Context: an optimization exercise on an open-source flow, tuned for small area, a short achievable clock period and few clock cycles. The choices shown serve that exercise and are no tape-out recipe. Only simulation tests tie the RTL to the original design; equivalence was not proved. Power figures rest on the tool's default switching activity, not on a simulated workload.

## build 5
Design cpu, start of the top module:
module cpu(
    input  wire         clk,
    input  wire         rstn,
    output wire [31:0]  imem_addr,
    input  wire [31:0]  imem_rdata,
    output wire [31:0]  dmem_addr,
    output wire         dmem_we,
    output wire [1:0]   dmem_mode,    
    output wire [31:0]  dmem_wdata,
    input  wire [31:0]  dmem_rdata
);
    reg  [11:2] fpc;         
    reg         id_v;
    reg  [31:0] id_ir;
    reg  [31:2] id_pc;       
    reg         id_pred;     
    reg  [11:2] id_tlo;      
    reg         id_tc;       
    reg  [7:0]  id_offh;     
    reg         ex_v;
    reg  [31:0] ex_a, ex_b, ex_sd;
    reg  [31:2] ex_alt;
    reg  [4:0]  ex_rd;
    reg         ex_wr, ex_load, ex_store, ex_br, ex_jalr, ex_pred;
    reg  [2:0]  ex_f3;
    reg         ex_sub, ex_sel_sum, ex_sel_lt, ex_sel_xor, ex_sel_or, ex_sel_and;
    reg         ex_sel_sll, ex_sel_sr, ex_sra, ex_link;
    reg  [31:0] mem_res, mem_sd;
    reg  [4:0]  mem_rd;
    reg         mem_wr, mem_load, mem_store;
    reg  [2:0]  mem_f3;
    reg  [31:0] wb_raw;
    reg  [1:0]  wb_lo;
    reg  [2:0]  wb_f3;
    reg  [4:0]  wb_rd;
    reg         wb_wr;
    assign imem_addr = {20'b0, fpc, 2'b00};
    reg [31:0] wb_val;
    always @(*) begin : align
        reg [7:0]  by;
        reg [15:0] hw;
        case (wb_lo)
            2'b00:   by = wb_raw[7:0];
            2'b01:   by = wb_raw[15:8];
            2'b10:   by = wb_raw[23:16];
            default: by = wb_raw[31:24];
        endcase
        hw = wb_lo[1] ? wb_raw[31:16] : wb_raw[15:0];
        case (wb_f3[1:0])
            2'b00:   wb_val = {{24{~wb_f3[2] & by[7]}}, by};
            2'b01:   wb_val = {{16{~wb_f3[2] & hw[15]}}, hw};
            default: wb_val = wb_raw;
        endcase
    end
    wire [4:0] rs1 = id_ir[19:15];
    wire [4:0] rs2 = id_ir[24:20];
    wire [4:0] rd  = id_ir[11:7];
    wire [2:0] f3  = id_ir[14:12];
    wire d_jal   = id_ir[3];
    wire d_jalr  = id_ir[6] & ~id_ir[3] &  id_ir[2];
    wire d_br    = id_ir[6] & ~id_ir[2];
    wire d_u     = ~id_ir[6] & id_ir[2];
    wire d_lui   = d_u &  id_ir[5];
    wire d_auipc = d_u & ~id_ir[5];
    wire d_load  = ~id_ir[6] & ~id_ir[5] & ~id_ir[4];
  ...
Size in the first run: about 5300 cells after synthesis, ~1400 flip-flops, ~170 I/O pins.
export LEC_CHECK = 0
export CAP_MARGIN = 20
export CORE_MARGIN = 2
export CORE_UTILIZATION = 55
export SETUP_SLACK_MARGIN = 5
export SLEW_MARGIN = 20
export SYNTH_HIERARCHICAL = 1
export SYNTH_MINIMUM_KEEP_SIZE = 0
create_clock -name core_clock -period 10.0 [get_ports {clk}]
standard.sh (not shown) runs the stock make flow with config.mk's settings and CLKGATE_MAP_FILE= SYNTH_SCRIPT=/design/flow/synth_recipe.tcl, a recipe that flattens the netlist after the stock synthesis.
==> flow/flow/run.sh <==
#!/bin/bash
# The standard layout (standard.sh, unchanged synthesis), with:
# - buf_2 port buffers;
# - clock tree sink clusters of up to 30 flip-flops within 60 um, and no
#   dummy loads.
# Each ORFS step writes its own log under orfs/logs/; make's output goes to flow.log.
set -o pipefail
bash standard.sh SETUP_SLACK_MARGIN=6.5 MATCH_CELL_FOOTPRINT=0 \
    "BUFFER_PORTS_ARGS=-buffer_cell sky130_fd_sc_hd__buf_2" \
    "CTS_ARGS=-sink_clustering_enable -repair_clock_nets -sink_clustering_size 30 -sink_clustering_max_diameter 60 -dont_use_dummy_load" \
    finish > flow.log 2>&1
Testbench counts of build 5, summed over its fixed seeds: cycles 42,196.
What trial 84 does differently from build 5 at the input level:
diff --git a/flow/design.v b/flow/design.v
--- a/flow/design.v
+++ b/flow/design.v
@@ -501,28 +501,42 @@
             BLTU: begin
                 comparator_mode <= CMP_LTU;
             end
             BGEU: begin
                 comparator_mode <= CMP_GEU;
             end
             default: ;
         endcase
     end
 end
 endmodule
-module fetch_add(
-    input  wire [9:0]  a,
-    input  wire [9:0]  b,
-    output wire [10:0] s
+module program_counter (
+    input  wire         clk,
+    input  wire         rstn,
+    input  wire [1:0]   pc_src,   
+    input  wire [31:0]  rs1,
+    input  wire [31:0]  offset,
+    output reg  [31:0]  pc_cnt
 );
-    assign s = {1'b0, a} + {1'b0, b};
+    always @(posedge clk or negedge rstn) begin
+        if (!rstn) begin
+            pc_cnt <= 32'b0;
+        end else begin
+            case (pc_src)
+                2'b00: pc_cnt <= pc_cnt + 4;
+                2'b01: pc_cnt <= pc_cnt + offset;
+                2'b10: pc_cnt <= (rs1 + offset) & ~32'b1;
+                default: pc_cnt <= pc_cnt + 4;
+            endcase
+        end
+    end
 endmodule
 module rf_aoi222(input wire [2:0] s, input wire [2:0] d, output wire y_n);
     assign y_n = ~|(s & d);
 endmodule
 module rf_rdbit(input wire [31:1] sel, input wire [31:1] d, output wire y);
     wire [10:0] n;
     genvar j;
     generate
         for (j = 0; j < 10; j = j + 1) begin : g_a
             rf_aoi222 u(.s(sel[3*j+3:3*j+1]), .d(d[3*j+3:3*j+1]), .y_n(n[j]));
         end
@@ -726,25 +740,24 @@
             r_redir <= ex_redirect;
     end
     always @(posedge clk)
         r_jalr <= ex_jalr;
     wire [31:2] r_target = r_jalr ? mem_sd[31:2] : mem_res[31:2];
     wire [11:0] jalr_lo = ex_a[11:0] + ex_b[11:0];
     wire [11:2] ex_ftarget = ex_jalr ? jalr_lo[11:2] : ex_alt[11:2];
     wire [31:0] f_ir    = imem_rdata;
     wire        f_jal   = f_ir[3];
     wire        f_br    = f_ir[6] & ~f_ir[2];
     wire        f_pred  = f_jal | (f_br & f_ir[31]);        
-    wire [10:0] f_tb, f_tj;
-    fetch_add u_fab(.a(fpc), .b({f_ir[7], f_ir[30:25], f_ir[11:9]}), .s(f_tb));
-    fetch_add u_faj(.a(fpc), .b({f_ir[20], f_ir[30:22]}), .s(f_tj));
+    wire [10:0] f_tb    = {1'b0, fpc} + {1'b0, f_ir[7], f_ir[30:25], f_ir[11:9]};
+    wire [10:0] f_tj    = {1'b0, fpc} + {1'b0, f_ir[20], f_ir[30:22]};
     wire [10:0] f_t     = f_jal ? f_tj : f_tb;
     always @(posedge clk or negedge rstn) begin
         if (!rstn)
             fpc <= 10'b0;
         else if (ex_redirect)
             fpc <= ex_ftarget;
         else if (stall)
             fpc <= fpc;
         else if (f_pred)
             fpc <= f_t[9:0];
         else
Notes after the runs:
Build 5 → trial 84: average footprint of a synthesized cell went up by 0.73%, reported sequential group power went up by about 0.7%, worst stage delay on the critical path went down by 0.49 ns, final area went down by 1600 µm².
Between trial 84 and build 5, switching fraction of total power is lower for trial 84, build 5 comes in above that.
Taking build 5 as the reference, in trial 84 ratio of total power to cell area shows no meaningful change; height of the die lower; first-iteration DRC count down 1105; via count decreased 1659; post-synth design cell area now smaller.
Relative to build 5, the detailed placer's ending HPWL of trial 84 is lower by 1.1%.
Compared with build 5, in trial 84 clock share of power held steady, first-pass iteration count of the detailed router grew by 1, area added between synthesis and finish shrank by 1.5 points.
Testbench counts of trial 84, summed over its fixed seeds: cycles 42,196.

what the ideal ports hide:
How much do the figures lean on ideal ports? The routed layouts below were timed once more, with nothing changed but the port constraints. Step 1 (the two cells are an assumption about what drives the block):
set clk [get_ports {clk}]
set_driving_cell -lib_cell sky130_fd_sc_hd__clkbuf_16 $clk
set_driving_cell -lib_cell sky130_fd_sc_hd__buf_2 [delete_from_list [all_inputs] $clk]
Step 2 times the ports against the registers' clock, not the clock port: input delays grow and output delays shrink by t, the midpoint of the rising clock arrivals with the driver on. a / b / c = no drivers / after step 1 / after step 2; a / b = the first two.
run	t, ns	slack for setup (ns)	hold slack, ns	worst setup path after step 2
build 5	0.821	6.044 / 6.044 / 5.583	0.350 / 0.350 / 0.350	input to register
trial 84	0.797	6.279 / 6.281 / 5.484	0.320 / 0.320 / 0.320	input to register
After both steps setup and hold are still met in every run listed. The setup slack of trial 84, which loses most, moves by +0.002 ns with the drivers and by -0.795 ns with both steps.
